Context: an optimization exercise on an open-source flow, tuned for small area, a short achievable clock period and few clock cycles. The choices shown serve that exercise and are no tape-out recipe.
Function was checked by simulation only, so behaviour that the tests miss may differ from the original.
Power figures rest on the tool's default switching activity, not on a simulated workload.

==> flow/design.v (outline; a module is shown in full before it is edited, if it fits) <==
// module mmult: 5741 lines
// module mmult_fa: 4 lines
// module mmult_xor: 3 lines
// module mmult_xnor: 3 lines
// module mmult_or: 3 lines
// module mmult_nor: 3 lines
module mmult#(parameter MATRIX_SIZE = 3,
              parameter INPUT_UNIT_LEN = 8,
              parameter OUTPUT_UNIT_LEN = INPUT_UNIT_LEN*2+1)
             (input clk,
              input reset_n,
              input enable,
              input [0:9*INPUT_UNIT_LEN-1] A_mat,
              input [0:9*INPUT_UNIT_LEN-1] B_mat,
              output valid,
              output wire [0:9*OUTPUT_UNIT_LEN-1] C_mat);
  // ...
==> flow/flow/run.sh <==
#!/bin/bash
# The standard layout (the standard.sh, synthesis unchanged), except that
# the port buffers are a stronger buffer than the one buffer_ports picks on
# its own: every input and output port still gets exactly one buffer.
set -euo pipefail
export BUFFER_PORTS_ARGS="-buffer_cell sky130_fd_sc_hd__buf_4"
bash standard.sh finish > standard.log 2>&1
==> flow/standard.sh <==
#!/bin/bash
# synth_recipe.tcl (not shown) runs the flow's synth.tcl, then flattens the netlist and writes it again
# the make line also repeats each setting of config.mk as NAME=value (left out here)
make -C /OpenROAD-flow-scripts/flow DESIGN_CONFIG=/design/flow/config.mk WORK_HOME=/design/flow/orfs CLKGATE_MAP_FILE= SYNTH_SCRIPT=/design/flow/synth_recipe.tcl "${@:-finish}"
==> flow/config.mk <==
export PLATFORM = sky130hd
export DESIGN_NAME = mmult
export DESIGN_NICKNAME = mmult
export VERILOG_FILES = /design/flow/design.v
export SDC_FILE = /design/flow/constraint.sdc
export NUM_CORES = 4
export LEC_CHECK = 0
export CAP_MARGIN = 30
export CORE_MARGIN = 2
export CORE_UTILIZATION = 40
export SETUP_SLACK_MARGIN = 3.3
export SLEW_MARGIN = 45
export SYNTH_HIERARCHICAL = 1
export TNS_END_PERCENT = 5
==> flow/constraint.sdc <==
create_clock -name core_clock -period 8.0 [get_ports {clk}]
set_input_delay 1.6000 -clock core_clock [delete_from_list [all_inputs] [get_ports {clk}]]
set_output_delay 1.6000 -clock core_clock [all_outputs]
set_load 0.01 [all_outputs]
==> run_results.csv, run 1 <==
group,metric,value,unit
worst_setup_path,path_class,"flip-flop to output pin",
grt,use_met2,0.460,
sta,slew_viol_final,0,
grt,grt_busiest_layer,"met2",
sta,finalWorstSetupSlack,3.25,ns
worst_setup_path,cp_cell_sequence,"fa_2 -> xor2_4 -> a2111o_1 -> a21oi_2 -> nand2b_4 -> o21ai_4 -> a211oi_4 -> buf_4",
finish,signal_buffers,305,
grt,grt_util_met3,0.0880,
place,port_buffers,300,
finish,fin_nets,6248,
grt,grt_pass1_wl,254000,um
grt,grt_max_degree,25,
worst_setup_path,cp.arrival,3.15,ns
logic_synthesis,syn_nets,6216,
detailed_routing,routedWlPerCell,26.9,um
finish,clock_area_frac,0.0266,
power,p_sw,10.3,mW
worst_setup_path,cp-start-kind,"flip-flop",
clock_network,cts.clk_slew.worst_paths,0.06,ns
worst_hold_path,hp-class,"input pin to flip-flop",
worst_setup_path,crit_family,"compound AO/OA/AOI/OAI gates",
detailed_routing,first_pass_iters,7,
finish,multi_input_cells,3901,
finish,multi_input_area,0.0414,mm2
floorplan,die_area,0.123,mm2
detailed_routing,vias,35300,
finish,nonClkBufAreaFrac,0.0433,
grt,grtUsageTotal,0.284,
status,status,"complete, no violations",
clock_network,post-cts-setup-buffers,2,
power,swShare,0.496,
logic_synthesis,synth_top_area_frac,0.616,
power,cellInternalPower,10.5,mW
finish,fin_cells,6236,
sta,rsz0062_at_grt,"true",
place,pre_cts_slack,2.80,ns
detailed_routing,drt_wl_total,168000,um
sta,post-route-period-util,0.594,
clock_network,numClockSinks,280,
logic_synthesis,ys_top_cells_by_area,"fa_1 62%, nand2_1 14%, dfxtp_1 12%",
sta,worst_pin_slew,0.803,ns
finish,final_core_util,0.442,
worst_setup_path,cp_num_cells,8,
detailed_routing,wl_met2,78900,um
Testbench counts, summed over its fixed seeds: cycles 320.
==> inputs of run 2 (changes only) <==
--- a/flow/config.mk
+++ b/flow/config.mk
@@ -8,6 +8,7 @@
 export CAP_MARGIN = 30
 export CORE_MARGIN = 2
 export CORE_UTILIZATION = 40
+export PLACE_DENSITY = 0.75
 export SETUP_SLACK_MARGIN = 3.3
 export SLEW_MARGIN = 45
 export SYNTH_HIERARCHICAL = 1
==> run_results.csv, run 2 <==
group,metric,value,unit
status,status,"complete, no violations",
detailed_routing,drt_iter0_markers,3748,
grt,grt_pass1_wl,249000,um
floorplan,start_util,0.403,
logic_synthesis,synthSimpleGateAreaFrac,0.167,
floorplan,io_pins,301,
logic_synthesis,synth_edf_count,0,
worst_setup_path,end_kind,"output pin",
clock_network,cts.clk_slew.worst_paths,0.06,ns
grt,grt_max_degree,25,
sta,post-route-period-util,0.604,
clock_network,cts_buffer_depth,3,
grt,grt_pass1_vias,41500,
floorplan,fp.dieW,351,um
sta,rsz0062_at_grt,"true",
power,cellInternalPower,10.5,mW
clock_network,cts_tree,"built",
sta,period_minus_slack,4.83,ns
logic_synthesis,syn_nets,6216,
sta,hold_viol_final,0,
logic_synthesis,synth_area_per_cell,10.6,um2
power,ir_drop,454,uV
sta,slew_viol_final,0,
clock_network,root_buffer,"clkbuf_16",
worst_hold_path,hp-class,"input pin to flip-flop",
logic_synthesis,synthArstFlopShare,0,
worst_setup_path,path_class,"flip-flop to output pin",
logic_synthesis,synth_compound_area_frac,0.0269,
job,maxCapViolCount,0,
grt,gr-total-overflow,0,
grt,grtUsageTotal,0.273,
clock_network,cts_max_level,2,
grt,antenna_found_initial,24,
logic_synthesis,synth_top_area_frac,0.616,
detailed_routing,vias_per_cell,5.81,
logic_synthesis,synth_fa_ha_area_frac,0.623,
sta,hold_ws,1.18,ns
logic_synthesis,syn_inst,4557,
sta,worst_pin_slew,0.776,ns
finish,nFillCells,11000,
detailed_routing,vias,36200,
power,clockPowerShare,0.090,
logic_synthesis,synth_most_common_cell,"nand2_1",
detailed_routing,drc,0,
logic_synthesis,synth_commonest_cells,"1774 x nand2_1, 1485 x fa_1, 288 x clkbuf_1",
floorplan,core-area,0.120,mm2
finish,fin_nets,6247,
sta,setup_viol,0,
place,gp_congestion,0.915,
clock_network,cts_buffers,39,
worst_hold_path,whs_path_depth,2,
power,p_sw,10.4,mW
sta,timing.fmax,207,MHz
worst_setup_path,cp.arrival,3.23,ns
place,port_buffers,300,
logic_synthesis,synth_top_family_by_area,"adder cells",
power,p_per_area,397,mW/mm2
worst_setup_path,cp_max_fo,4,
detailed_routing,routedWlPerCell,26.2,um
worst_setup_path,cp-start-kind,"flip-flop",
power,p_comb_frac,0.780,
floorplan,rows,127,
worst_setup_path,crit_required,6.40,ns
floorplan,die_area,0.123,mm2
clock_network,ctsHoldBuffers,0,
logic_synthesis,synth-xor-area-share,0.0347,
detailed_routing,drt_wl_total,163000,um
sta,slew_headroom,0.479,
logic_synthesis,synth-seq-cells,280,
logic_synthesis,ys_types,43,
power,seq_power_share,0.129,
finish,final_common_cell,"nand2_1",
sta,fin_tns_setup,0,ns
logic_synthesis,synth-warning-count,7,
logic_synthesis,synthMuxAreaShare,0,
finish,final_cell_mix,"1774 x nand2_1, 1461 x fa_1, 305 x buf_4",
power,leakagePower,18.7,nW
logic_synthesis,ys_top_cells_by_area,"fa_1 62%, nand2_1 14%, dfxtp_1 12%",
clock_network,numClockSinks,280,
finish,area_growth,9.54,%
finish,drive_gt1_frac,0.0979,
logic_synthesis,synth_area,0.0482,mm2
logic_synthesis,synth-main-ff-cell,"dfxtp_1",
detailed_routing,first_pass_iters,6,
power,swShare,0.498,
place,hpwl,121000,um
logic_synthesis,yosysTopAreaCell,"fa_1",
detailed_routing,ant_nets,0,
floorplan,die_h,351,um
logic_synthesis,yosysSeqAreaShare,0.116,
==> run 2: power groups by stage <==
stage          Combinational, mW  Sequential [mW]  Clock [mW]
6_report                    16.4             2.71        1.89
5_1_grt                     18.3             2.80        1.98
3_5_place_dp                16.2             2.74           0
3_3_place_gp                15.8             2.72           0
4_1_cts                     16.5             2.72        1.93
2_1_floorplan               10.0             2.63           0
==> run 2: logic make-up (layout without fill, tap and decap cells) <==
group           count (synthesis)  count (layout)
fa+ha+maj                    1512            1512
compound gates                174             174
flops                         280             280
simple gates                 2024            2024
xor+xnor                      191             191
buf+inv                       376             435
other cells                     0               5
==> run 2: layer usage <==
| metal | up-vias | routed length, um | track usage |
|---|---|---|---|
| met4 | 32 | 12000 | 0.165 |
| li1 | 13800 | - | - |
| met2 | 2968 | 74400 | 0.434 |
| met1 | 18500 | 52300 | 0.318 |
| met3 | 939 | 24200 | 0.0986 |
| met5 | - | 350 | 0.0102 |
==> run 2: final cells by class <==
class	count	area, um2	area share
clock inverter	17	267	0.00504
timing repair buffer	305	2290	0.0433
inverter	61	229	0.00433
clock buffer	52	1090	0.0206
multi-input combinational	3901	41300	0.782
sequential	280	5610	0.106
tap	1612	2020	0.0382
antenna	5	12.5	0.000237
==> run 2: modules after synthesis, one instance, submodules excluded <==
module      cells inside  times used  flops+latches
mmult               2838           1            280
mmult_or               1          27              0
mmult_fa               1        1485              0
mmult_xor              1          90              0
mmult_xnor             1          27              0
mmult_nor              1          90              0
==> run 2: timing repair <==
action,CTS,global route
resized for setup,8,10
setup endpoints to repair,11,32
setup buffers,3,2
pin swaps,4,5
==> run 2: path summary, 6_finish.rpt <==
kind | start | endpoint | slack, ns
setup / recovery | e20_q[15] | C_mat[102] | 3.17
hold / removal | enable | valid_store | 1.18
==> run 2: worst max-delay path, stage by stage (launching register included) <==
cell and delay, ns:
dfxtp_2 0.32, fa_2 0.50, xor2_2 0.21, a2111o_1 0.44, a21oi_2 0.15, nand2b_4 0.19
o21ai_4 0.07, a211oi_4 0.50, buf_4 0.22
==> run 2: stage by stage <==
step	util	total power [mW]	setup slack [ns]	area (um2)	std cells
final	0.441	21.0	3.17	52800	6233
after floorplan	-	12.6	3.28	48800	4557
after global placement	0.428	18.5	2.87	51300	6154
after detailed placement	0.428	19.0	2.83	51300	6154
after global routing	0.441	23.1	3.13	52800	6229
after CTS	0.440	21.1	3.25	52700	6226
==> inputs of run 3 (changes only) <==
==> flow/flow/run.sh (replaced) <==
#!/bin/bash
# The standard layout (the standard.sh, synthesis unchanged), except for
# the port buffers: every input and output port still gets exactly one
# buffer, but a buf_4 instead of the weak buffer buffer_ports picks on its
# own, and after global placement each port buffer is moved from beside its
# pin to the logic it serves (move_port_buffers.tcl); detailed placement
# then legalizes it.  make's output goes to standard.log; each step's log
# stays in orfs/logs.
set -euo pipefail
export BUFFER_PORTS_ARGS="-buffer_cell sky130_fd_sc_hd__buf_4"
export POST_GLOBAL_PLACE_TCL="$PWD/flow/move_port_buffers.tcl"
bash standard.sh finish > standard.log 2>&1
==> flow/flow/move_port_buffers.tcl (new file) <==
# Move each port buffer from beside its pin to the logic it serves: an
# input port's buffer to the middle of the cells it drives, an output
# port's buffer next to the cell that drives it.  The port itself drives,
# or is driven by, the longer wire to the pin instead of a small logic
# cell.  Detailed placement legalizes the moved buffers afterwards.
set block [ord::get_db_block]
set moved 0
foreach bterm [$block getBTerms] {
  set net [$bterm getNet]
  if { $net == "NULL" } { continue }
  if { [$net getSigType] != "SIGNAL" } { continue }
  set iterms [$net getITerms]
  if { [llength $iterms] != 1 } { continue }
  set buf [[lindex $iterms 0] getInst]
  set master [[$buf getMaster] getName]
  if { ![string match "sky130_fd_sc_hd__buf_*" $master] } { continue }
  # the buffer's other net
  set other "NULL"
  foreach it [$buf getITerms] {
    set n [$it getNet]
    if { $n == "NULL" || $n == $net } { continue }
    if { [$n getSigType] != "SIGNAL" } { continue }
    set other $n
  }
  if { $other == "NULL" } { continue }
  set xs 0; set ys 0; set cnt 0
  foreach it [$other getITerms] {
    set i [$it getInst]
    if { $i == $buf } { continue }
    set loc [$i getLocation]
    incr xs [lindex $loc 0]; incr ys [lindex $loc 1]; incr cnt
  }
  if { $cnt == 0 } { continue }
  $buf setLocation [expr {$xs / $cnt}] [expr {$ys / $cnt}]
  $buf setPlacementStatus PLACED
  incr moved
}
puts "move_port_buffers: moved $moved port buffers"
--- a/flow/config.mk
+++ b/flow/config.mk
@@ -8,7 +8,6 @@
 export CAP_MARGIN = 30
 export CORE_MARGIN = 2
 export CORE_UTILIZATION = 40
-export PLACE_DENSITY = 0.75
 export SETUP_SLACK_MARGIN = 3.3
 export SLEW_MARGIN = 45
 export SYNTH_HIERARCHICAL = 1
==> run_results.csv, run 3 <==
group,metric,value,unit
status,status,"complete, no violations",
worst_setup_path,cp_max_fo,3,
logic_synthesis,synth_area_per_cell,10.6,um2
clock_network,numClockSinks,280,
grt,grt_pass1_wl,275000,um
finish,fin_area,0.0530,mm2
detailed_routing,drc,0,
power,p_per_area,393,mW/mm2
sta,setup_viol,0,
power,seq_power_share,0.130,
clock_network,cts_max_level,2,
place,place_inst,6154,
clock_network,cts.clk_slew.worst_paths,0.08,ns
worst_setup_path,cp_cell_sequence,"fa_1 -> nor4b_4 -> buf_4 -> and4_1 -> o21ai_1 -> o211ai_2 -> xor2_1 -> buf_4",
floorplan,fp.dieW,351,um
sta,rsz0062_at_grt,"true",
power,clockPowerShare,0.101,
power,swShare,0.497,
detailed_routing,ant_nets,0,
finish,area_growth,9.90,%
finish,nFillCells,11300,
power,ir_drop,419,uV
sta,hold_viol_final,0,
logic_synthesis,synth_area,0.0482,mm2
finish,ff_latch_area,0.00561,mm2
grt,grt_pass1_vias,40000,
clock_network,cts_buffers,41,
job,maxCapViolCount,0,
place,hpwl,139000,um
detailed_routing,vias,36400,
floorplan,die_area,0.123,mm2
logic_synthesis,yosysTopAreaCell,"fa_1",
grt,antenna_found_initial,80,
worst_setup_path,end_kind,"output pin",
logic_synthesis,ys_top_cells_by_area,"fa_1 62%, nand2_1 14%, dfxtp_1 12%",
detailed_routing,first_pass_iters,6,
worst_setup_path,cp.arrival,3.10,ns
sta,worst_pin_slew,0.643,ns
place,post_dp_cell_area,0.0513,mm2
grt,gr-total-overflow,0,
logic_synthesis,synth_most_common_cell,"nand2_1",
worst_setup_path,slowest_delay,0.63,ns
floorplan,start_util,0.403,
logic_synthesis,syn_inst,4557,
finish,fin_cells,6295,
power,leakagePower,18.8,nW
finish,drive_gt1_frac,0.0970,
floorplan,core-area,0.120,mm2
worst_setup_path,crit_required,6.40,ns
logic_synthesis,synth_edf_count,0,
grt,grt_max_degree,25,
worst_setup_path,cp-start-kind,"flip-flop",
logic_synthesis,synth-seq-cells,280,
clock_network,cts_tree,"built",
finish,final_common_cell,"nand2_1",
sta,fin_tns_setup,0,ns
worst_setup_path,critPathSlowestCell,"fa_1",
logic_synthesis,syn_nets,6216,
logic_synthesis,ys_types,43,
grt,grtUsageTotal,0.313,
floorplan,rows,127,
worst_hold_path,whs_path_depth,2,
sta,slew_viol_final,0,
logic_synthesis,synthArstFlopShare,0,
detailed_routing,drt_iter0_markers,3373,
clock_network,root_buffer,"clkbuf_16",
sta,slew_headroom,0.570,
logic_synthesis,synth_commonest_cells,"1774 x nand2_1, 1485 x fa_1, 288 x clkbuf_1",
sta,post-route-period-util,0.588,
detailed_routing,drt_wl_total,187000,um
logic_synthesis,synth_top_area_frac,0.616,
detailed_routing,routedWlPerCell,29.6,um
clock_network,cts_buffer_depth,3,
sta,period_minus_slack,4.70,ns
logic_synthesis,synth-main-ff-cell,"dfxtp_1",
place,port_buffers,300,
logic_synthesis,yosysSeqAreaShare,0.116,
finish,fin_nets,6247,
power,cellInternalPower,10.5,mW
floorplan,die_h,351,um
worst_setup_path,path_class,"flip-flop to output pin",
worst_hold_path,hp-class,"input pin to flip-flop",
worst_setup_path,crit_top_cell,"buf_4",
finish,multi_input_area,0.0412,mm2
detailed_routing,vias_per_cell,5.77,
floorplan,io_pins,301,
sta,timing.fmax,213,MHz
clock_network,ctsHoldBuffers,0,
power,p_comb_frac,0.770,
finish,final_cell_mix,"1774 x nand2_1, 1462 x fa_1, 303 x buf_4",
logic_synthesis,synth-warning-count,7,
power,p_sw,10.3,mW
==> run 3: cell counts after synthesis <==
No cell type changed its count.
==> run 3: what timing repair did <==
item / 4_1_cts / 5_1_grt
endpoints found under the setup margin: 4 / 26
gates resized for setup: 0 / 5
pin swaps: 1 / 0
gates cloned: 0 / 0
setup buffers: 3 / 0
==> run 3: layout make-up <==
| cell class | instances | area share |
|---|---|---|
| Multi-Input combinational cell | 3901 | 0.777 |
| Sequential cell | 280 | 0.106 |
| Timing Repair Buffer | 303 | 0.0429 |
| Tap cell | 1612 | 0.0380 |
| Clock buffer | 50 | 0.0214 |
| Clock inverter | 25 | 0.00725 |
| Inverter | 61 | 0.00432 |
| Antenna cell | 63 | 0.00297 |
==> run 3: path summary, 6_finish.rpt <==
| check | from | end |
|---|---|---|
| max | e20_q[7] | C_mat[105] |
| min | enable | valid_store |
==> run 3: cell families after synthesis <==
kind of cell,after synthesis,synth area share
and+or+nand+nor,2024,0.167
DFF,280,0.116
AOI/OAI and AO/OA,174,0.0269
buffers and inverters,376,0.0314
adders and majority gates,1512,0.623
xor gates and xnor gates,191,0.0347
==> run 3: per-stage QoR <==
| stage | utilization | power (mW) | hold slack, ns | worst slack, ns |
|---|---|---|---|---|
| 3_5_place_dp | 0.428 | 18.8 | 1.81 | 2.82 |
| 3_3_place_gp | 0.428 | 18.6 | 1.80 | 2.84 |
| 6_report | 0.442 | 20.8 | 1.18 | 3.30 |
| 5_1_grt | 0.442 | 22.9 | 1.18 | 3.21 |
| 2_1_floorplan | - | 12.6 | 1.72 | 3.28 |
| 4_1_cts | 0.441 | 21.1 | 1.15 | 3.31 |
==> run 3: critical path, delay by kind of cell (launching register included) <==
family	cells	cell delay (ns)
adder cells (fa/ha/maj)	1	0.63
AND/OR/NAND/NOR	2	0.57
buffers and inverters	2	0.42
flip-flops	1	0.32
AO/OA/AOI/OAI	2	0.30
XOR/XNOR	1	0.20
==> run 3: per-layer routing <==
metal  GRT usage  share of wire
met2       0.474           0.44
met1       0.362           0.33
met5           0         0.0014
met3       0.130           0.15
met4       0.214          0.085
==> run 3: power by group through the flow <==
stage | sequential, mW | combinational (mW) | clock [mW]
finish | 2.70 | 16.0 | 2.10
global route | 2.79 | 17.9 | 2.19
CTS | 2.71 | 16.2 | 2.15
detailed placement | 2.73 | 16.1 | 0
global placement | 2.72 | 15.9 | 0
floorplan | 2.63 | 10.0 | 0
==> run 3: per-module statistics from Yosys, one instance, submodules excluded <==
module | flip-flops and latches | cells | area [um2]
mmult | 280 | 2838 | 17000
mmult_nor | 0 | 1 | 3.75
mmult_or | 0 | 1 | 6.26
mmult_xnor | 0 | 1 | 8.76
mmult_xor | 0 | 1 | 8.76
mmult_fa | 0 | 1 | 20.0
==> inputs of run 4 (changes only) <==
--- a/flow/config.mk
+++ b/flow/config.mk
@@ -7,7 +7,7 @@
 export LEC_CHECK = 0
 export CAP_MARGIN = 30
 export CORE_MARGIN = 2
-export CORE_UTILIZATION = 40
+export CORE_UTILIZATION = 45
 export SETUP_SLACK_MARGIN = 3.3
 export SLEW_MARGIN = 45
 export SYNTH_HIERARCHICAL = 1
==> run_results.csv, run 4 <==
group,metric,value,unit
detailed_routing,drt_iter0_markers,3383,
sta,hold_viol_final,0,
floorplan,die_area,0.110,mm2
logic_synthesis,synth_most_common_cell,"nand2_1",
floorplan,fp.dieW,331,um
sta,post-route-period-util,0.576,
clock_network,cts.clk_slew.worst_paths,0.06,ns
detailed_routing,ant_nets,0,
worst_setup_path,cp_max_fo,6,
logic_synthesis,syn_inst,4557,
sta,slew_headroom,0.608,
logic_synthesis,syn_nets,6216,
clock_network,ctsHoldBuffers,0,
sta,timing.fmax,217,MHz
worst_setup_path,end_kind,"output pin",
detailed_routing,wl_met3,24900,um
floorplan,start_util,0.452,
grt,grt_pass1_wl,267000,um
sta,period_minus_slack,4.61,ns
floorplan,die_h,331,um
finish,area_growth,9.22,%
detailed_routing,drt_wl_total,178000,um
floorplan,rows,120,
detailed_routing,met1_length,59400,um
clock_network,cts_buffers,39,
logic_synthesis,ys_types,43,
grt,antenna_found_initial,83,
detailed_routing,drc,0,
sta,rsz0062_at_grt,"true",
sta,setup_viol,0,
detailed_routing,vias,35800,
finish,fin_nets,6242,
worst_setup_path,crit_required,6.40,ns
floorplan,core-area,0.107,mm2
grt,grt_max_degree,25,
worst_hold_path,whs_path_depth,2,
logic_synthesis,ys_top_cells_by_area,"fa_1 62%, nand2_1 14%, dfxtp_1 12%",
worst_setup_path,path_class,"flip-flop to output pin",
clock_network,root_buffer,"clkbuf_16",
clock_network,numClockSinks,280,
place,place_inst,5945,
power,p_per_area,387,mW/mm2
grt,gr-total-overflow,0,
sta,worst_pin_slew,0.586,ns
power,ir_drop,377,uV
finish,final_common_cell,"nand2_1",
worst_setup_path,cp_cell_sequence,"fa_1 -> xor2_2 -> a2111o_1 -> a21oi_1 -> nand2b_4 -> o221ai_1 -> xor2_1 -> buf_4",
logic_synthesis,synth_edf_count,0,
finish,final_cell_mix,"1774 x nand2_1, 1462 x fa_1, 300 x buf_4",
finish,drive_gt1_frac,0.0961,
sta,fin_tns_setup,0,ns
worst_setup_path,critPathSlowestCell,"fa_1",
grt,grt_pass1_vias,40300,
logic_synthesis,synth_commonest_cells,"1774 x nand2_1, 1485 x fa_1, 288 x clkbuf_1",
detailed_routing,vias_per_cell,5.88,
logic_synthesis,synth-seq-cells,280,
power,leakagePower,18.7,nW
logic_synthesis,synthArstFlopShare,0,
finish,fin_cells,6084,
detailed_routing,first_pass_iters,5,
worst_setup_path,cp-start-kind,"flip-flop",
floorplan,io_pins,301,
detailed_routing,wl_met2,79800,um
clock_network,cts_buffer_depth,3,
worst_setup_path,cp.arrival,3.01,ns
detailed_routing,highest_layer,"met5",
job,maxCapViolCount,0,
detailed_routing,routedWlPerCell,29.3,um
logic_synthesis,synth_area_per_cell,10.6,um2
worst_hold_path,hp-class,"input pin to flip-flop",
clock_network,cts_max_level,2,
status,status,"complete, no violations",
logic_synthesis,synth-main-ff-cell,"dfxtp_1",
sta,slew_viol_final,0,
place,port_buffers,300,
logic_synthesis,yosysTopAreaCell,"fa_1",
logic_synthesis,synth-warning-count,7,
worst_setup_path,slowest_delay,0.54,ns
clock_network,cts_tree,"built",
logic_synthesis,yosysSeqAreaShare,0.116,
logic_synthesis,synth_top_area_frac,0.616,
grt,grtUsageTotal,0.335,
place,hpwl,133000,um
sta,hold_ws,1.19,ns
logic_synthesis,synth_area,0.0482,mm2
[run 4: per-module statistics from Yosys (local to each module, per instance)]
module / cells / flops+latches / times used
mmult: 2838 / 280 / 1
mmult_or: 1 / 0 / 27
mmult_fa: 1 / 0 / 1485
mmult_xor: 1 / 0 / 90
mmult_nor: 1 / 0 / 90
mmult_xnor: 1 / 0 / 27
[run 4: critical path: cells and delay by family, from the launching register on]
kind                       cells  cell delay [ns]
AOI/OAI and AO/OA              3             0.74
xor gates and xnor gates       2             0.43
adders and majority gates      1             0.54
buffers and inverters          1             0.15
DFF                            1             0.31
and+or+nand+nor                1             0.20
[run 4: power breakdown]
group / internal (mW) / switching, mW
registers: 2.27 / 0.418
clock network: 1.26 / 0.775
logic: 6.88 / 8.79
total: 10.4 / 9.98
[run 4: what timing repair did]
| item | CTS | global route |
|---|---|---|
| resized for setup | 0 | 7 |
| setup endpoints to repair | 0 | 19 |
| buffers inserted | 0 | 0 |
| hold endpoints to repair | 0 | 0 |
[run 4: worst paths after layout]
path	to	start
setup / recovery	C_mat[137]	e22_q[14]
hold / removal	valid_store	enable
[run 4: final cells by class]
| cell class | count | area, um2 |
|---|---|---|
| fillers | 9686 | 54100 |
| well taps | 1403 | 1760 |
| diodes | 70 | 175 |
| repair buffers | 300 | 2250 |
| inverters | 61 | 229 |
| clock buffers | 50 | 1130 |
| flip-flops and latches | 280 | 5610 |
| multi-input cells | 3901 | 41200 |
| clock inverters | 19 | 314 |
[run 4: metrics by stage]
step	power (mW)	util	setup slack, ns	area [um2]
finish	20.4	0.493	3.39	52700
global route	22.5	0.493	3.24	52700
CTS	20.6	0.491	3.32	52500
detailed placement	18.5	0.478	2.83	51000
global placement	18.2	0.478	2.83	51000
floorplan	12.6	-	3.28	48800
[run 4: layer usage]
layer	global-route usage	vias to the layer above
li1	-	13900
met1	0.390	18700
met2	0.509	2469
met3	0.135	710
met4	0.228	30
met5	0	-
[run 4: kinds of logic after synthesis]
kind of cell | after synthesis | share of synthesized area
compound gates | 174 | 0.0269
fa+ha+maj | 1512 | 0.623
simple gates | 2024 | 0.167
buf+inv | 376 | 0.0314
xor+xnor | 191 | 0.0347
flops | 280 | 0.116
==> inputs of run 5 (changes only) <==
--- a/flow/config.mk
+++ b/flow/config.mk
@@ -7,7 +7,7 @@
 export LEC_CHECK = 0
 export CAP_MARGIN = 30
 export CORE_MARGIN = 2
-export CORE_UTILIZATION = 45
+export CORE_UTILIZATION = 50
 export SETUP_SLACK_MARGIN = 3.3
 export SLEW_MARGIN = 45
 export SYNTH_HIERARCHICAL = 1
==> run_results.csv, run 5 <==
group,metric,value,unit
job,maxCapViolCount,0,
worst_setup_path,cp.arrival,3.04,ns
logic_synthesis,synth-main-ff-cell,"dfxtp_1",
detailed_routing,ant_nets,0,
logic_synthesis,synth-warning-count,7,
worst_setup_path,crit_required,6.40,ns
sta,worst_pin_slew,0.574,ns
logic_synthesis,synthMuxAreaShare,0,
finish,final_cell_mix,"1774 x nand2_1, 1462 x fa_1, 300 x buf_4",
sta,slew_headroom,0.618,
logic_synthesis,ys_types,43,
finish,ff_latch_area,0.00561,mm2
finish,fin_nets,6244,
logic_synthesis,syn_inst,4557,
finish,nFillCells,8364,
logic_synthesis,synth_top_family_by_area,"adder cells",
detailed_routing,drt_iter0_markers,3429,
clock_network,cts_buffers,41,
finish,fin_cells,5938,
grt,grt_pass1_wl,260000,um
finish,area_growth,8.69,%
worst_setup_path,cp_cell_sequence,"fa_1 -> xor2_2 -> a21oi_1 -> a21oi_1 -> nand2b_4 -> o211a_1 -> a211oi_2 -> buf_4",
logic_synthesis,synth-xor-area-share,0.0347,
sta,post-route-period-util,0.580,
sta,setup_viol,0,
worst_setup_path,cp_max_fo,6,
place,place_inst,5807,
sta,period_minus_slack,4.64,ns
logic_synthesis,yosysTopAreaCell,"fa_1",
power,leakagePower,18.7,nW
logic_synthesis,yosysSeqAreaShare,0.116,
clock_network,cts_buffer_depth,3,
logic_synthesis,synth_fa_ha_area_frac,0.623,
sta,hold_viol_final,0,
floorplan,core-area,0.0953,mm2
logic_synthesis,synth_area,0.0482,mm2
floorplan,io_pins,301,
floorplan,die_area,0.0990,mm2
detailed_routing,first_pass_iters,5,
logic_synthesis,synth_compound_area_frac,0.0269,
logic_synthesis,synth_area_per_cell,10.6,um2
sta,fin_tns_setup,0,ns
finish,final_common_cell,"nand2_1",
logic_synthesis,synth_edf_count,0,
finish,drive_gt1_frac,0.0959,
status,status,"complete, no violations",
detailed_routing,drt_wl_total,173000,um
worst_setup_path,critPathSlowestCell,"fa_1",
logic_synthesis,synth_commonest_cells,"1774 x nand2_1, 1485 x fa_1, 288 x clkbuf_1",
logic_synthesis,ys_top_cells_by_area,"fa_1 62%, nand2_1 14%, dfxtp_1 12%",
power,p_per_area,382,mW/mm2
worst_hold_path,hp-class,"input pin to flip-flop",
place,hpwl,130000,um
clock_network,cts_tree,"built",
logic_synthesis,synth_top_area_frac,0.616,
sta,rsz0062_at_grt,"true",
worst_setup_path,slowest_delay,0.62,ns
worst_setup_path,path_class,"flip-flop to output pin",
clock_network,cts.clk_slew.worst_paths,0.06,ns
clock_network,cts_max_level,2,
grt,grtUsageTotal,0.364,
worst_setup_path,crit_family,"compound AO/OA/AOI/OAI gates",
grt,gr-total-overflow,0,
worst_setup_path,end_kind,"output pin",
grt,grt_max_degree,25,
floorplan,start_util,0.506,
sta,timing.fmax,216,MHz
worst_setup_path,cp-start-kind,"flip-flop",
detailed_routing,routedWlPerCell,29.1,um
logic_synthesis,synth-seq-cells,280,
detailed_routing,drc,0,
place,port_buffers,300,
logic_synthesis,synthSimpleGateAreaFrac,0.167,
grt,antenna_found_initial,79,
finish,multi_input_area,0.0412,mm2
clock_network,numClockSinks,280,
clock_network,ctsHoldBuffers,0,
sta,slew_viol_final,0,
floorplan,rows,113,
worst_setup_path,crit_buf_inv,1,
clock_network,post-cts-setup-buffers,0,
logic_synthesis,synth_most_common_cell,"nand2_1",
clock_network,root_buffer,"clkbuf_16",
floorplan,fp.dieW,315,um
detailed_routing,vias_per_cell,6.00,
logic_synthesis,syn_nets,6216,
grt,grt_pass1_vias,39400,
logic_synthesis,synthArstFlopShare,0,
detailed_routing,vias,35600,
power,ir_drop,392,uV
floorplan,die_h,315,um
worst_setup_path,crit_top_cell,"a21oi_1",
==> run 5: per-stage QoR <==
| stage | setup slack (ns) | hold slack (ns) | power [mW] | util | instance area (um2) |
|---|---|---|---|---|---|
| 2_1_floorplan | 3.28 | 1.72 | 12.6 | - | 48800 |
| 4_1_cts | 3.29 | 1.13 | 20.2 | 0.548 | 52200 |
| 3_3_place_gp | 2.82 | 1.80 | 17.9 | 0.534 | 50800 |
| 6_report | 3.36 | 1.15 | 20.0 | 0.550 | 52400 |
| 5_1_grt | 3.21 | 1.16 | 22.0 | 0.550 | 52400 |
| 3_5_place_dp | 2.82 | 1.81 | 18.2 | 0.534 | 50800 |
==> run 5: modules after synthesis, one instance, submodules excluded <==
module / times used / cells / flops+latches / area, um2
mmult_xnor: 27 / 1 / 0 / 8.76
mmult_fa: 1485 / 1 / 0 / 20.0
mmult_nor: 90 / 1 / 0 / 3.75
mmult_or: 27 / 1 / 0 / 6.26
mmult: 1 / 2838 / 280 / 17000
mmult_xor: 90 / 1 / 0 / 8.76
==> run 5: power breakdown <==
group / internal (mW) / total (mW) / switching, mW
Clock: 1.15 / 1.92 / 0.772
Combinational: 6.85 / 15.4 / 8.56
Sequential: 2.27 / 2.69 / 0.420
==> run 5: final timing paths <==
| check | start | end | slack [ns] | depth (start not counted) |
|---|---|---|---|---|
| worst min-delay path | enable | valid_store | 1.15 | 2 |
| worst max-delay path | e02_q[14] | C_mat[34] | 3.36 | 8 |
==> run 5: cell families after synthesis <==
logic type,count (synthesis)
adders and majority gates,1512
AOI/OAI and AO/OA,174
and+or+nand+nor,2024
xor gates and xnor gates,191
buffers and inverters,376
DFF,280
==> run 5: layout make-up <==
type / instances / share of cell area
sequential: 280 / 0.107
clock inverter: 21 / 0.00485
tap: 1265 / 0.0302
antenna: 56 / 0.00267
timing repair buffer: 300 / 0.0430
clock buffer: 54 / 0.0219
multi-input combinational: 3901 / 0.786
inverter: 61 / 0.00437
==> run 5: repair_timing <==
action / in CTS / in global routing
gates resized for setup: 1 / 5
pin swaps: 0 / 0
gates cloned: 0 / 0
endpoints found under the setup margin: 2 / 26
==> run 5: metal layers <==
metal / track usage / wire (um)
met5: 0 / 300
met4: 0.221 / 11600
met3: 0.143 / 24300
met2: 0.547 / 77600
met1: 0.445 / 58900
==> inputs of run 6 (changes only) <==
--- a/flow/config.mk
+++ b/flow/config.mk
@@ -7,7 +7,7 @@
 export LEC_CHECK = 0
 export CAP_MARGIN = 30
 export CORE_MARGIN = 2
-export CORE_UTILIZATION = 50
+export CORE_UTILIZATION = 60
 export SETUP_SLACK_MARGIN = 3.3
 export SLEW_MARGIN = 45
 export SYNTH_HIERARCHICAL = 1
==> run_results.csv, run 6 <==
group,metric,value,unit
worst_setup_path,path_class,"flip-flop to output pin",
sta,setup_viol,0,
logic_synthesis,synth_edf_count,0,
sta,worst_pin_slew,0.660,ns
floorplan,die_area,0.0827,mm2
worst_setup_path,cp_max_fo,6,
logic_synthesis,synth-seq-cells,280,
grt,grt_pass1_vias,40200,
worst_setup_path,critPathSlowestCell,"fa_1",
logic_synthesis,syn_inst,4557,
clock_network,cts.clk_slew.worst_paths,0.06,ns
sta,rsz0062_at_grt,"true",
place,port_buffers,300,
sta,hold_viol_final,0,
logic_synthesis,ys_types,43,
logic_synthesis,synth_most_common_cell,"nand2_1",
clock_network,cts_max_level,2,
finish,area_growth,7.82,%
floorplan,core-area,0.0793,mm2
worst_setup_path,crit_required,6.40,ns
floorplan,start_util,0.609,
sta,hold_ws,1.21,ns
worst_hold_path,min_from,"enable",
clock_network,cts_resized,0,
logic_synthesis,synth-main-ff-cell,"dfxtp_1",
clock_network,root_buffer,"clkbuf_16",
clock_network,ctsHoldBuffers,0,
job,maxCapViolCount,0,
logic_synthesis,synth_commonest_cells,"1774 x nand2_1, 1485 x fa_1, 288 x clkbuf_1",
power,ir_drop,616,uV
clock_network,post-cts-setup-buffers,0,
worst_setup_path,cp_num_cells,8,
grt,grt_pass1_wl,257000,um
worst_setup_path,crit_buf_inv,1,
worst_setup_path,critPathCapture,"C_mat[34]",
logic_synthesis,ys_top_cells_by_area,"fa_1 62%, nand2_1 14%, dfxtp_1 12%",
sta,period_minus_slack,4.61,ns
detailed_routing,ant_nets,0,
logic_synthesis,synth_area,0.0482,mm2
worst_setup_path,crit_family,"compound AO/OA/AOI/OAI gates",
sta,post-route-period-util,0.576,
logic_synthesis,synthArstFlopShare,0,
finish,final_cell_mix,"1774 x nand2_1, 1462 x fa_1, 300 x buf_4",
detailed_routing,vias,36200,
detailed_routing,drt_wl_total,171000,um
detailed_routing,routedWlPerCell,29.8,um
logic_synthesis,synth_area_per_cell,10.6,um2
place,place_inst,5592,
finish,fin_cells,5717,
grt,gr-total-overflow,0,
finish,fin_nets,6241,
floorplan,rows,103,
detailed_routing,vias_per_cell,6.34,
power,leakagePower,18.6,nW
floorplan,io_pins,301,
grt,antenna_found_initial,76,
finish,final_core_util,0.656,
worst_setup_path,cp.arrival,3.01,ns
grt,grt_max_degree,25,
clock_network,cts_tree,"built",
logic_synthesis,yosysTopAreaCell,"fa_1",
clock_network,cts_buffers,38,
worst_setup_path,crit_top_cell,"a21oi_1",
sta,finalWorstSetupSlack,3.39,ns
worst_setup_path,cp_cell_sequence,"fa_1 -> xor2_1 -> a21oi_1 -> a21oi_1 -> nand2b_4 -> o211a_1 -> a211oi_2 -> buf_4",
sta,timing.fmax,217,MHz
clock_network,cts_buffer_depth,3,
detailed_routing,first_pass_iters,6,
sta,slew_viol_final,0,
worst_hold_path,hp-class,"input pin to flip-flop",
worst_setup_path,startpoint,"e02_q[14]",
logic_synthesis,syn_nets,6216,
logic_synthesis,synth-warning-count,7,
power,p_per_area,380,mW/mm2
sta,slew_headroom,0.558,
clock_network,numClockSinks,280,
worst_setup_path,end_kind,"output pin",
floorplan,fp.dieW,288,um
logic_synthesis,synth_top_area_frac,0.616,
worst_setup_path,cp-start-kind,"flip-flop",
detailed_routing,drt_iter0_markers,3661,
finish,final_common_cell,"nand2_1",
logic_synthesis,yosysSeqAreaShare,0.116,
place,hpwl,128000,um
worst_setup_path,slowest_delay,0.57,ns
sta,fin_tns_setup,0,ns
grt,grtUsageTotal,0.433,
status,status,"complete, no violations",
detailed_routing,drc,0,
place,pre_cts_slack,2.83,ns
floorplan,die_h,288,um
finish,drive_gt1_frac,0.0941,
==> run 6: cell counts after synthesis <==
Identical to the previous run, type by type.
==> run 6: routing by layer <==
layer	wire length [um]	GRT usage	vias to the layer above
met5	242	0	-
li1	-	-	13800
met4	12700	0.276	38
met2	75400	0.636	2754
met1	56800	0.525	18800
met3	25500	0.190	794
==> run 6: cell type report <==
type                            instances  area (um2)
Inverter                               61         229
Sequential cell                       280        5610
Fill cell                            6257       27300
Multi-Input combinational cell       3901       41200
Clock buffer                           52        1100
Antenna cell                           57         143
Timing Repair Buffer                  300        2250
Clock inverter                         16         169
Tap cell                             1050        1310
==> run 6: kinds of logic (layout without fill, tap and decap cells) <==
kind of cell / after synthesis / after routing / synth area share
AO/OA/AOI/OAI: 174 / 174 / 0.0269
AND/OR/NAND/NOR: 2024 / 2024 / 0.167
flip-flops: 280 / 280 / 0.116
other: 0 / 57 / 0
XOR/XNOR: 191 / 191 / 0.0347
buffers and inverters: 376 / 429 / 0.0314
adder cells (fa/ha/maj): 1512 / 1512 / 0.623
==> run 6: power by group <==
| group | leakage (nW) | internal, mW | switching [mW] |
|---|---|---|---|
| clock | 0.623 | 1.06 | 0.720 |
| combinational | 15.7 | 6.84 | 8.41 |
| sequential | 2.36 | 2.27 | 0.435 |
| total | 18.6 | 10.2 | 9.56 |
==> run 6: through the flow <==
stage	power [mW]	area, um2
finish	19.7	52000
global route	21.7	52000
CTS	19.9	51800
detailed placement	18.0	50600
global placement	17.7	50600
floorplan	12.6	48800
==> run 6: worst min-delay path by stage <==
| stage | end | slack (ns) | cells past startpoint |
|---|---|---|---|
| 2_1_floorplan | valid_store | 1.72 | 1 |
| 3_3_place_gp | valid_store | 1.80 | 2 |
| 5_1_grt | valid_store | 1.23 | 2 |
| 6_report | valid_store | 1.21 | 2 |
| 4_1_cts | valid_store | 1.20 | 2 |
| 3_5_place_dp | valid_store | 1.81 | 2 |
==> run 6: Yosys stat by module, one instance, submodules excluded <==
module | flip-flops and latches | cells inside
mmult_xnor | 0 | 1
mmult_or | 0 | 1
mmult_fa | 0 | 1
mmult_xor | 0 | 1
mmult | 280 | 2838
mmult_nor | 0 | 1
==> inputs of run 7 (changes only) <==
--- a/flow/config.mk
+++ b/flow/config.mk
@@ -8,6 +8,7 @@
 export CAP_MARGIN = 30
 export CORE_MARGIN = 2
 export CORE_UTILIZATION = 60
+export CTS_BUF_LIST = sky130_fd_sc_hd__clkbuf_8
 export SETUP_SLACK_MARGIN = 3.3
 export SLEW_MARGIN = 45
 export SYNTH_HIERARCHICAL = 1
==> run_results.csv, run 7 <==
group,metric,value,unit
status,status,"complete, no violations",
worst_setup_path,cp_max_fo,6,
power,p_per_area,380,mW/mm2
finish,final_core_util,0.658,
worst_setup_path,path_class,"flip-flop to output pin",
detailed_routing,routedWlPerCell,29.6,um
grt,grt_pass1_vias,40200,
finish,fin_nets,6265,
job,maxCapViolCount,0,
finish,final_cell_mix,"1774 x nand2_1, 1462 x fa_1, 304 x buf_4",
detailed_routing,drt_wl_total,171000,um
power,leakagePower,18.8,nW
logic_synthesis,yosysTopAreaCell,"fa_1",
clock_network,ctsHoldBuffers,0,
logic_synthesis,ys_top_cells_by_area,"fa_1 62%, nand2_1 14%, dfxtp_1 12%",
floorplan,io_pins,301,
finish,nFillCells,6258,
sta,rsz0062_at_grt,"true",
place,port_buffers,300,
worst_setup_path,cp-start-kind,"flip-flop",
worst_setup_path,crit_required,6.40,ns
detailed_routing,drt_iter0_markers,3711,
floorplan,die_h,288,um
finish,area_growth,8.07,%
place,hpwl,128000,um
clock_network,numClockSinks,280,
logic_synthesis,yosysSeqAreaShare,0.116,
logic_synthesis,syn_inst,4557,
sta,slew_headroom,0.566,
logic_synthesis,synth_commonest_cells,"1774 x nand2_1, 1485 x fa_1, 288 x clkbuf_1",
sta,worst_pin_slew,0.649,ns
logic_synthesis,synth_area_per_cell,10.6,um2
logic_synthesis,ys_types,43,
grt,grt_max_degree,25,
detailed_routing,drc,0,
sta,finalWorstSetupSlack,3.35,ns
finish,fin_area,0.0521,mm2
floorplan,start_util,0.609,
grt,antenna_found_initial,74,
worst_hold_path,min_from,"enable",
sta,slew_viol_final,0,
worst_hold_path,hp-class,"input pin to flip-flop",
logic_synthesis,synth_top_area_frac,0.616,
worst_setup_path,cp.arrival,3.05,ns
finish,ff_latch_area,0.00561,mm2
logic_synthesis,syn_nets,6216,
clock_network,cts_buffers,58,
logic_synthesis,synth_area,0.0482,mm2
logic_synthesis,synthArstFlopShare,0,
power,ir_drop,669,uV
grt,grtUsageTotal,0.433,
finish,multi_input_area,0.0413,mm2
worst_setup_path,end_kind,"output pin",
sta,fin_tns_setup,0,ns
finish,final_common_cell,"nand2_1",
detailed_routing,vias_per_cell,6.29,
worst_setup_path,startpoint,"e02_q[14]",
finish,drive_gt1_frac,0.104,
logic_synthesis,synth_most_common_cell,"nand2_1",
place,post_dp_cell_area,0.0506,mm2
sta,hold_viol_final,0,
floorplan,core-area,0.0793,mm2
detailed_routing,ant_nets,0,
logic_synthesis,synth-seq-cells,280,
clock_network,cts_max_level,2,
sta,period_minus_slack,4.65,ns
sta,timing.fmax,215,MHz
clock_network,cts_buffer_depth,3,
grt,grt_pass1_wl,257000,um
grt,gr-total-overflow,0,
floorplan,fp.dieW,288,um
clock_network,cts_tree,"built",
detailed_routing,first_pass_iters,6,
place,pre_cts_slack,2.83,ns
floorplan,die_area,0.0827,mm2
clock_network,cts.clk_slew.worst_paths,0.06,ns
logic_synthesis,synth-warning-count,7,
logic_synthesis,synth-main-ff-cell,"dfxtp_1",
floorplan,rows,103,
detailed_routing,vias,36200,
sta,post-route-period-util,0.581,
clock_network,root_buffer,"clkbuf_8",
sta,setup_viol,0,
logic_synthesis,synth_edf_count,0,
[run 7: per-stage QoR]
stage                     std cells  power, mW  hold WS, ns
after floorplan                4557       12.6         1.72
after global placement         5592       17.7         1.80
after detailed placement       5592       18.0         1.81
after CTS                      5697       19.8         1.04
after global routing           5752       21.7         1.09
final                          5759       19.8         1.09
[run 7: kinds of logic (layout without fill, tap and decap cells)]
| family | Yosys count | after routing | share of synthesized area |
|---|---|---|---|
| compound gates | 174 | 174 | 0.0269 |
| flops | 280 | 280 | 0.116 |
| simple gates | 2024 | 2024 | 0.167 |
| fa+ha+maj | 1512 | 1512 | 0.623 |
| xor+xnor | 191 | 191 | 0.0347 |
| other cells | 0 | 58 | 0 |
| buf+inv | 376 | 470 | 0.0314 |
[run 7: worst max-delay path: stages (launching register included)]
cell	delay (ns)
dfxtp_1	0.31
fa_1	0.53
xor2_2	0.24
a2111o_1	0.45
a21oi_2	0.17
nand2b_4	0.20
o221ai_1	0.13
xor2_1	0.16
buf_4	0.15
[run 7: power breakdown]
group / internal (mW) / switching, mW / leakage (nW)
Clock: 0.977 / 0.739 / 0.708
Sequential: 2.27 / 0.437 / 2.36
Combinational: 6.89 / 8.47 / 15.7
Total: 10.1 / 9.64 / 18.8
[run 7: path summary, 6_finish.rpt]
check,depth (start not counted),slack [ns],to
setup / recovery,8,3.35,C_mat[35]
hold / removal,2,1.09,valid_store
[run 7: layer usage]
layer / routed length, um / GRT usage
met5: 248 / 0
met4: 12500 / 0.270
met3: 26200 / 0.188
met2: 75100 / 0.636
met1: 56500 / 0.530
[run 7: cell type report]
type | instances | share of cell area
clock buffers | 76 | 0.0201
clock inverters | 29 | 0.00473
diodes | 58 | 0.00278
flip-flops and latches | 280 | 0.108
well taps | 1050 | 0.0252
multi-input cells | 3901 | 0.791
repair buffers | 304 | 0.0438
inverters | 61 | 0.00439
[run 7: Yosys stat by module, one instance, submodules excluded]
module	copies in the design	area (um2)	cells	flip-flops and latches
mmult	1	17000	2838	280
mmult_or	27	6.26	1	0
mmult_xor	90	8.76	1	0
mmult_xnor	27	8.76	1	0
mmult_fa	1485	20.0	1	0
mmult_nor	90	3.75	1	0
[run 7: timing repair]
action | CTS | global route
buffers inserted | 0 | 4
pin swaps | 0 | 7
resized for setup | 3 | 12
setup endpoints to repair | 8 | 36
==> inputs of run 8 (changes only) <==
==> flow/config.mk (replaced) <==
export PLATFORM = sky130hd
export DESIGN_NAME = mmult
export DESIGN_NICKNAME = mmult
export VERILOG_FILES = /design/flow/design.v
export SDC_FILE = /design/flow/constraint.sdc
export NUM_CORES = 4
export LEC_CHECK = 0
export CAP_MARGIN = 30
export CORE_MARGIN = 2
export CORE_UTILIZATION = 40
export SETUP_SLACK_MARGIN = 3.5
export SLEW_MARGIN = 45
export SYNTH_HIERARCHICAL = 1
export TNS_END_PERCENT = 1
==> run_results.csv, run 8 <==
group,metric,value,unit
status,status,"complete, no violations",
detailed_routing,ant_nets,0,
detailed_routing,drc,0,
clock_network,cts_max_level,2,
sta,fin_tns_setup,0,ns
power,cellInternalPower,10.7,mW
clock_network,cts.clk_slew.worst_paths,0.06,ns
worst_setup_path,slowest_delay,0.55,ns
grt,grt_max_degree,25,
logic_synthesis,synth-warning-count,7,
worst_setup_path,end_kind,"flip-flop",
clock_network,cts_buffer_depth,3,
worst_setup_path,cp-start-kind,"input pin",
sta,timing.fmax,219,MHz
finish,final_core_util,0.448,
logic_synthesis,synth_edf_count,0,
worst_hold_path,whs_path_depth,2,
logic_synthesis,synth-main-ff-cell,"dfxtp_1",
worst_setup_path,cp_cell_sequence,"buf_4 -> nand2_1 -> fa_2 -> fa_1 -> fa_1 -> fa_1 -> fa_1 -> fa_1",
detailed_routing,drt_iter0_markers,3457,
worst_setup_path,crit_family,"adder cells",
floorplan,die_h,351,um
power,p_per_area,389,mW/mm2
finish,final_cell_mix,"1773 x nand2_1, 1216 x fa_1, 316 x buf_4",
power,p_sw,10.2,mW
grt,gr-total-overflow,0,
sta,rsz0062_at_grt,"true",
worst_setup_path,crit_top_cell,"fa_1",
logic_synthesis,yosysSeqAreaShare,0.116,
worst_setup_path,cp.arrival,5.05,ns
worst_hold_path,hold_end,"valid_store",
finish,area_growth,11.4,%
place,port_buffers,300,
floorplan,io_pins,301,
finish,fin_nets,6260,
logic_synthesis,synth-seq-cells,280,
floorplan,fp.dieW,351,um
sta,slew_headroom,0.574,
sta,post-route-period-util,0.570,
detailed_routing,routedWlPerCell,29.3,um
finish,nFillCells,11300,
floorplan,rows,127,
power,clockPowerShare,0.091,
logic_synthesis,synth_top_area_frac,0.616,
finish,drive_gt1_frac,0.156,
clock_network,ctsHoldBuffers,0,
logic_synthesis,syn_nets,6216,
detailed_routing,drt_wl_total,185000,um
detailed_routing,first_pass_iters,6,
worst_hold_path,min_from,"enable",
worst_setup_path,cp_max_fo,24,
logic_synthesis,synthArstFlopShare,0,
sta,period_minus_slack,4.56,ns
worst_setup_path,crit_buf_inv,1,
finish,final_common_cell,"nand2_1",
place,hpwl,137000,um
power,seq_power_share,0.129,
sta,hold_viol_final,0,
sta,worst_pin_slew,0.639,ns
worst_setup_path,crit_required,8.49,ns
floorplan,start_util,0.403,
grt,grt_pass1_vias,40500,
power,p_total,20.9,mW
power,swShare,0.489,
logic_synthesis,synth_area,0.0482,mm2
worst_setup_path,path_class,"input pin to flip-flop",
logic_synthesis,synth_area_per_cell,10.6,um2
floorplan,die_area,0.123,mm2
logic_synthesis,ys_types,43,
power,ir_drop,331,uV
clock_network,cts_tree,"built",
sta,setup_viol,0,
worst_setup_path,critPathSlowestCell,"fa_1",
logic_synthesis,syn_inst,4557,
floorplan,core-area,0.120,mm2
power,p_comb_frac,0.780,
clock_network,cts_buffers,40,
detailed_routing,vias,36400,
worst_hold_path,hp-class,"input pin to flip-flop",
grt,grtUsageTotal,0.308,
logic_synthesis,synth_most_common_cell,"nand2_1",
power,leakagePower,18.7,nW
sta,slew_viol_final,0,
logic_synthesis,ys_top_cells_by_area,"fa_1 62%, nand2_1 14%, dfxtp_1 12%",
grt,antenna_found_initial,83,
clock_network,root_buffer,"clkbuf_16",
detailed_routing,vias_per_cell,5.77,
clock_network,numClockSinks,280,
logic_synthesis,synth_commonest_cells,"1774 x nand2_1, 1485 x fa_1, 288 x clkbuf_1",
logic_synthesis,yosysTopAreaCell,"fa_1",
grt,grt_pass1_wl,272000,um
job,maxCapViolCount,0,
-- run 8: final cells by class --
cell class / instances / area [um2] / share of cell area
Clock inverter: 18 / 233 / 0.00433
Antenna cell: 63 / 158 / 0.00294
Multi-Input combinational cell: 3901 / 42000 / 0.781
Timing Repair Buffer: 317 / 2380 / 0.0444
Sequential cell: 280 / 5610 / 0.104
Clock buffer: 53 / 1130 / 0.0211
Inverter: 61 / 229 / 0.00426
Tap cell: 1612 / 2020 / 0.0376
-- run 8: timing repair --
action,in CTS,in global routing
buffers inserted,12,5
resized for setup,20,13
setup endpoints to repair,31,64
gates cloned,0,0
pin swaps,22,11
-- run 8: modules after synthesis (local to each module, per instance) --
| module | cell area, um2 | copies in the design | flip-flops and latches |
|---|---|---|---|
| mmult_xnor | 8.76 | 27 | 0 |
| mmult_fa | 20.0 | 1485 | 0 |
| mmult | 17000 | 1 | 280 |
| mmult_xor | 8.76 | 90 | 0 |
| mmult_nor | 3.75 | 90 | 0 |
| mmult_or | 6.26 | 27 | 0 |
-- run 8: how the worst max path moves through the flow --
stage	startpoint	to	slack [ns]	depth (start not counted)
floorplan	B_mat[60]	e01_q[13]	3.40	8
global placement	A_mat[37]	e12_q[18]	2.90	8
detailed placement	A_mat[35]	e12_q[18]	2.88	8
CTS	e12_q[16]	C_mat[85]	3.48	8
global route	e10_q[8]	C_mat[55]	3.40	7
finish	A_mat[27]	e12_q[18]	3.44	8
-- run 8: cell families (layout without fill, tap and decap cells) --
group | count (synthesis) | in the layout | share of synthesized area
compound gates | 174 | 174 | 0.0269
xor+xnor | 191 | 191 | 0.0347
fa+ha+maj | 1512 | 1512 | 0.623
buf+inv | 376 | 449 | 0.0314
flops | 280 | 280 | 0.116
other cells | 0 | 63 | 0
simple gates | 2024 | 2024 | 0.167
-- run 8: stage by stage --
step / instance area (um2) / hold WS (ns) / setup WS, ns / instances
after CTS: 53400 / 1.15 / 3.48 / 6237
after global placement: 51900 / 1.80 / 2.90 / 6154
after global routing: 53700 / 1.19 / 3.40 / 6298
final: 53700 / 1.18 / 3.44 / 6305
after floorplan: 49900 / 1.72 / 3.40 / 4557
after detailed placement: 51900 / 1.81 / 2.88 / 6154
-- run 8: power by group through the flow --
stage                     sequential, mW  clock (mW)  combinational [mW]
final                               2.69        1.91                16.3
after global routing                2.78        2.01                18.2
after CTS                           2.70        1.95                16.4
after detailed placement            2.72           0                16.0
after global placement              2.71           0                15.8
after floorplan                     2.63           0                10.2
-- run 8: routing by layer --
layer  up-vias  part of all wire  track usage
li1      13900                 -            -
met1     19000              0.33        0.357
met2      2733              0.45        0.469
met3       743              0.14        0.125
met4        40             0.077        0.207
met5         -            0.0013            0
==> inputs of run 9 (changes only) <==
--- a/flow/config.mk
+++ b/flow/config.mk
@@ -7,7 +7,7 @@
 export LEC_CHECK = 0
 export CAP_MARGIN = 30
 export CORE_MARGIN = 2
-export CORE_UTILIZATION = 40
+export CORE_UTILIZATION = 45
 export SETUP_SLACK_MARGIN = 3.5
 export SLEW_MARGIN = 45
 export SYNTH_HIERARCHICAL = 1
==> run_results.csv, run 9 <==
group,metric,value,unit
status,status,"complete, no violations",
worst_setup_path,cp_cell_sequence,"buf_4 -> nand2_1 -> fa_1 -> fa_1 -> fa_1 -> fa_1 -> fa_1 -> fa_1",
finish,fin_nets,6257,
worst_setup_path,cp_max_fo,24,
detailed_routing,drc,0,
logic_synthesis,syn_nets,6216,
worst_setup_path,end_kind,"flip-flop",
worst_setup_path,crit_top_cell,"fa_1",
power,p_total,20.4,mW
worst_setup_path,cp-start-kind,"input pin",
finish,fin_area,0.0534,mm2
logic_synthesis,ys_top_cells_by_area,"fa_1 62%, nand2_1 14%, dfxtp_1 12%",
logic_synthesis,synth_area_per_cell,10.6,um2
logic_synthesis,synth_top_family_by_area,"adder cells",
sta,timing.fmax,219,MHz
sta,worst_pin_slew,0.602,ns
floorplan,core-area,0.107,mm2
clock_network,cts_buffers,39,
sta,setup_viol,0,
logic_synthesis,yosysTopAreaCell,"fa_1",
worst_setup_path,crit_required,8.49,ns
worst_setup_path,crit_family,"adder cells",
logic_synthesis,synth-main-ff-cell,"dfxtp_1",
detailed_routing,drt_iter0_markers,3961,
floorplan,fp.dieW,331,um
logic_synthesis,syn_inst,4557,
sta,period_minus_slack,4.57,ns
finish,drive_gt1_frac,0.155,
clock_network,numClockSinks,280,
clock_network,cts_buffer_depth,3,
power,p_comb_frac,0.778,
finish,final_cell_mix,"1773 x nand2_1, 1216 x fa_1, 314 x buf_4",
sta,post-route-period-util,0.571,
place,pre_cts_slack,2.88,ns
logic_synthesis,synth-xor-area-share,0.0347,
power,swShare,0.483,
grt,grtUsageTotal,0.334,
detailed_routing,ant_nets,0,
logic_synthesis,synth_edf_count,0,
floorplan,die_h,331,um
worst_setup_path,critPathSlowestCell,"fa_1",
logic_synthesis,synthMuxAreaShare,0,
finish,final_core_util,0.500,
logic_synthesis,synth-warning-count,7,
grt,grt_pass1_vias,40200,
sta,fin_tns_setup,0,ns
worst_setup_path,cp.arrival,5.06,ns
power,p_per_area,383,mW/mm2
grt,antenna_found_initial,83,
logic_synthesis,synth_most_common_cell,"nand2_1",
detailed_routing,routedWlPerCell,29.5,um
sta,slew_viol_final,0,
power,seq_power_share,0.132,
grt,grt_pass1_wl,267000,um
floorplan,die_area,0.110,mm2
power,ir_drop,391,uV
finish,fin_cells,6085,
worst_setup_path,cp_num_cells,8,
grt,gr-total-overflow,0,
logic_synthesis,synth_commonest_cells,"1774 x nand2_1, 1485 x fa_1, 288 x clkbuf_1",
finish,final_common_cell,"nand2_1",
worst_setup_path,crit_buf_inv,1,
logic_synthesis,synth_area,0.0482,mm2
worst_setup_path,path_class,"input pin to flip-flop",
logic_synthesis,synth_fa_ha_area_frac,0.623,
clock_network,cts_tree,"built",
finish,area_growth,10.6,%
clock_network,cts.clk_slew.worst_paths,0.05,ns
floorplan,start_util,0.452,
logic_synthesis,ys_types,43,
worst_hold_path,hp-class,"input pin to flip-flop",
place,post_dp_cell_area,0.0516,mm2
place,place_inst,5945,
power,cellInternalPower,10.6,mW
power,leakagePower,18.7,nW
detailed_routing,first_pass_iters,5,
logic_synthesis,yosysSeqAreaShare,0.116,
worst_setup_path,slowest_delay,0.56,ns
floorplan,io_pins,301,
logic_synthesis,synth-seq-cells,280,
sta,finalWorstSetupSlack,3.43,ns
sta,hold_viol_final,0,
detailed_routing,vias,36200,
power,clockPowerShare,0.090,
detailed_routing,drt_wl_total,180000,um
detailed_routing,vias_per_cell,5.94,
logic_synthesis,synth_top_area_frac,0.616,
clock_network,cts_max_level,2,
sta,slew_headroom,0.597,
grt,grt_max_degree,25,
power,p_sw,9.86,mW
place,port_buffers,300,
job,maxCapViolCount,0,
logic_synthesis,synth_compound_area_frac,0.0269,
logic_synthesis,synthSimpleGateAreaFrac,0.167,
worst_hold_path,whs_path_depth,2,
floorplan,rows,120,
sta,hold_ws,1.19,ns
sta,rsz0062_at_grt,"true",
logic_synthesis,synthArstFlopShare,0,
clock_network,root_buffer,"clkbuf_16",
place,hpwl,133000,um
## run 9: metal layers
layer / track usage / up-vias / share of wire
met4: 0.216 / 48 / 0.073
met3: 0.141 / 733 / 0.15
met5: 0.00564 / - / 0.0017
li1: - / 13900 / -
met2: 0.505 / 2650 / 0.45
met1: 0.393 / 18800 / 0.33
## run 9: path summary, 6_finish.rpt
path / from / end
setup / recovery: A_mat[37] / e10_q[18]
hold / removal: enable / valid_store
## run 9: layout make-up
| class | instances | area [um2] |
|---|---|---|
| diodes | 58 | 145 |
| clock buffers | 54 | 1100 |
| clock inverters | 13 | 201 |
| fillers | 9560 | 53400 |
| inverters | 61 | 229 |
| multi-input cells | 3901 | 42000 |
| flip-flops and latches | 280 | 5610 |
| well taps | 1403 | 1760 |
| repair buffers | 315 | 2370 |
## run 9: logic make-up after synthesis
group,Yosys count
simple gates,2024
xor+xnor,191
compound gates,174
fa+ha+maj,1512
buf+inv,376
flops,280
## run 9: power groups by stage
stage | logic (mW) | registers (mW) | clock network [mW]
2_1_floorplan | 10.2 | 2.63 | 0
3_3_place_gp | 15.5 | 2.71 | 0
3_5_place_dp | 15.7 | 2.72 | 0
4_1_cts | 15.9 | 2.70 | 1.89
5_1_grt | 17.8 | 2.78 | 1.93
6_report | 15.9 | 2.70 | 1.83
## run 9: repair_timing
action,in CTS,in global routing
pin swaps,5,26
hold endpoints to repair,0,0
gates resized for setup,16,21
hold buffers,0,0
endpoints found under the setup margin,29,70
setup buffers,2,13
## run 9: per-module statistics from Yosys, one instance, submodules excluded
| module | times used | flops+latches | cells |
|---|---|---|---|
| mmult | 1 | 280 | 2838 |
| mmult_fa | 1485 | 0 | 1 |
| mmult_xnor | 27 | 0 | 1 |
| mmult_xor | 90 | 0 | 1 |
| mmult_or | 27 | 0 | 1 |
| mmult_nor | 90 | 0 | 1 |
==> inputs of run 10 (changes only) <==
--- a/flow/config.mk
+++ b/flow/config.mk
@@ -7,7 +7,7 @@
 export LEC_CHECK = 0
 export CAP_MARGIN = 30
 export CORE_MARGIN = 2
-export CORE_UTILIZATION = 45
+export CORE_UTILIZATION = 50
 export SETUP_SLACK_MARGIN = 3.5
 export SLEW_MARGIN = 45
 export SYNTH_HIERARCHICAL = 1
==> run_results.csv, run 10 <==
group,metric,value,unit
floorplan,io_pins,301,
sta,slew_headroom,0.598,
finish,ff_latch_area,0.00561,mm2
finish,drive_gt1_frac,0.158,
logic_synthesis,synth-seq-cells,280,
place,hpwl,130000,um
grt,grt_max_degree,25,
sta,fin_tns_setup,0,ns
clock_network,cts_buffers,40,
floorplan,die_area,0.0990,mm2
power,p_total,20.6,mW
finish,fin_area,0.0533,mm2
place,port_buffers,300,
logic_synthesis,synth-warning-count,7,
clock_network,root_buffer,"clkbuf_16",
status,status,"complete, no violations",
clock_network,cts.clk_slew.worst_paths,0.06,ns
sta,hold_viol_final,0,
grt,grt_pass1_vias,40300,
logic_synthesis,ys_types,43,
clock_network,ctsHoldBuffers,0,
job,maxCapViolCount,0,
worst_setup_path,cp-start-kind,"input pin",
sta,post-route-period-util,0.568,
logic_synthesis,synth_top_area_frac,0.616,
grt,grt_busiest_layer,"met2",
logic_synthesis,synth_edf_count,0,
logic_synthesis,syn_inst,4557,
logic_synthesis,ys_top_cells_by_area,"fa_1 62%, nand2_1 14%, dfxtp_1 12%",
finish,nFillCells,8261,
sta,rsz0062_at_grt,"true",
logic_synthesis,synth_commonest_cells,"1774 x nand2_1, 1485 x fa_1, 288 x clkbuf_1",
floorplan,start_util,0.506,
sta,worst_pin_slew,0.600,ns
floorplan,die_h,315,um
detailed_routing,ant_nets,0,
detailed_routing,vias_per_cell,6.08,
grt,grt_pass1_wl,265000,um
sta,timing.fmax,220,MHz
logic_synthesis,synth-main-ff-cell,"dfxtp_1",
power,p_per_area,386,mW/mm2
finish,multi_input_area,0.0420,mm2
worst_setup_path,cp.arrival,5.05,ns
floorplan,core-area,0.0953,mm2
worst_hold_path,hp-class,"input pin to flip-flop",
floorplan,rows,113,
logic_synthesis,synthArstFlopShare,0,
logic_synthesis,synth_most_common_cell,"nand2_1",
detailed_routing,drt_wl_total,178000,um
detailed_routing,drc,0,
grt,grt_use_met1,0.451,
grt,grtUsageTotal,0.374,
logic_synthesis,synth_area_per_cell,10.6,um2
logic_synthesis,syn_nets,6216,
grt,use_met2,0.551,
detailed_routing,vias,36300,
detailed_routing,first_pass_iters,6,
clock_network,cts_buffer_depth,3,
detailed_routing,routedWlPerCell,29.9,um
logic_synthesis,synth_area,0.0482,mm2
clock_network,numClockSinks,280,
power,leakagePower,18.7,nW
worst_setup_path,path_class,"input pin to flip-flop",
detailed_routing,drt_iter0_markers,3457,
grt,gr-total-overflow,0,
finish,area_growth,10.6,%
grt,grt_util_met3,0.145,
floorplan,fp.dieW,315,um
clock_network,cts_tree,"built",
sta,period_minus_slack,4.55,ns
sta,slew_viol_final,0,
finish,fin_nets,6256,
power,ir_drop,420,uV
logic_synthesis,yosysSeqAreaShare,0.116,
finish,final_common_cell,"nand2_1",
grt,antenna_found_initial,99,
place,post_dp_cell_area,0.0514,mm2
logic_synthesis,yosysTopAreaCell,"fa_1",
worst_setup_path,cp_max_fo,24,
finish,final_cell_mix,"1774 x nand2_1, 1215 x fa_1, 312 x buf_4",
clock_network,cts_max_level,2,
worst_setup_path,crit_required,8.51,ns
sta,setup_viol,0,
worst_setup_path,end_kind,"flip-flop",
[run 10: final cells by class]
type | count | share of cell area
Timing Repair Buffer | 313 | 0.0441
Clock inverter | 22 | 0.00544
Multi-Input combinational cell | 3901 | 0.787
Inverter | 61 | 0.00429
Tap cell | 1265 | 0.0297
Sequential cell | 280 | 0.105
Antenna cell | 73 | 0.00342
Clock buffer | 51 | 0.0211
[run 10: per-layer routing]
layer | up-vias | wire [um]
li1 | 13900 | -
met4 | 48 | 14500
met5 | - | 345
met1 | 19000 | 60000
met2 | 2594 | 78400
met3 | 769 | 25100
[run 10: logic make-up (layout without fill, tap and decap cells)]
kind of cell,Yosys count,count (layout),share of synthesized area
AO/OA/AOI/OAI,174,174,0.0269
AND/OR/NAND/NOR,2024,2024,0.167
buffers and inverters,376,447,0.0314
other,0,73,0
flip-flops,280,280,0.116
adder cells (fa/ha/maj),1512,1512,0.623
XOR/XNOR,191,191,0.0347
[run 10: stage by stage]
stage / cells / worst slack, ns / hold WS, ns / utilization
3_3_place_gp: 5807 / 2.95 / 1.80 / 0.540
3_5_place_dp: 5807 / 2.86 / 1.81 / 0.540
5_1_grt: 5959 / 3.38 / 1.17 / 0.560
6_report: 5966 / 3.45 / 1.17 / 0.560
2_1_floorplan: 4557 / 3.40 / 1.72 / -
4_1_cts: 5883 / 3.42 / 1.15 / 0.556
[run 10: critical path, stage by stage]
cell	delay, ns
buf_4	0.47
nand2_1	0.18
fa_1	0.51
fa_2	0.40
fa_2	0.42
fa_1	0.50
fa_1	0.54
fa_1	0.43
[run 10: power by group]
part           switching, mW  internal [mW]
Clock                  0.760           1.19
Sequential             0.425           2.28
Combinational           8.71           7.22
[run 10: path summary, 6_finish.rpt]
path,startpoint,slack [ns],depth (start not counted),to
worst min-delay path,enable,1.17,2,valid_store
worst max-delay path,A_mat[42],3.45,8,e12_q[18]
[run 10: per-module statistics from Yosys, one instance, submodules excluded]
module      cell area [um2]  flops+latches  times used
mmult                 17000            280           1
mmult_fa               20.0              0        1485
mmult_xnor             8.76              0          27
mmult_xor              8.76              0          90
mmult_or               6.26              0          27
mmult_nor              3.75              0          90
[run 10: timing repair]
action | in CTS | in global routing
buffers inserted | 3 | 10
resized for setup | 21 | 20
endpoints found under the setup margin | 34 | 57
gates cloned | 0 | 0
hold endpoints to repair | 0 | 0
pin swaps | 7 | 22

[re-timing with driven ports]
No port has a modelled driver above. Below, the same layouts with a new extraction and two added sets of constraints.
Step 1: set_driving_cell puts a clkbuf_16 on clk and a buf_2 on each other input, an assumption about the parent block.
Step 2, shift: input delay + t, output delay - t, t = (earliest + latest rising clock arrival at the registers) / 2. This alone moves slack from input paths to output paths.
Slacks: ideal ports / drivers / drivers and shift; pairs: ideal ports / drivers.
| run | shift t [ns] | setup slack, ns |
|---|---|---|
| run 1 | 0.692 | 3.247 / 3.172 / 2.682 |
| run 2 | 0.696 | 3.167 / 3.092 / 2.616 |
| run 3 | 0.708 | 3.298 / 3.217 / 2.557 |
| run 4 | 0.696 | 3.394 / 3.309 / 2.614 |
| run 5 | 0.703 | 3.363 / 3.287 / 2.609 |
| run 6 | 0.653 | 3.390 / 3.246 / 2.593 |
| run 7 | 0.780 | 3.350 / 3.280 / 2.572 |
| run 8 | 0.692 | 3.442 / 3.289 / 2.597 |
| run 9 | 0.680 | 3.431 / 3.282 / 2.602 |
| run 10 | 0.693 | 3.454 / 3.339 / 2.646 |
After both steps every run listed still meets setup and hold.
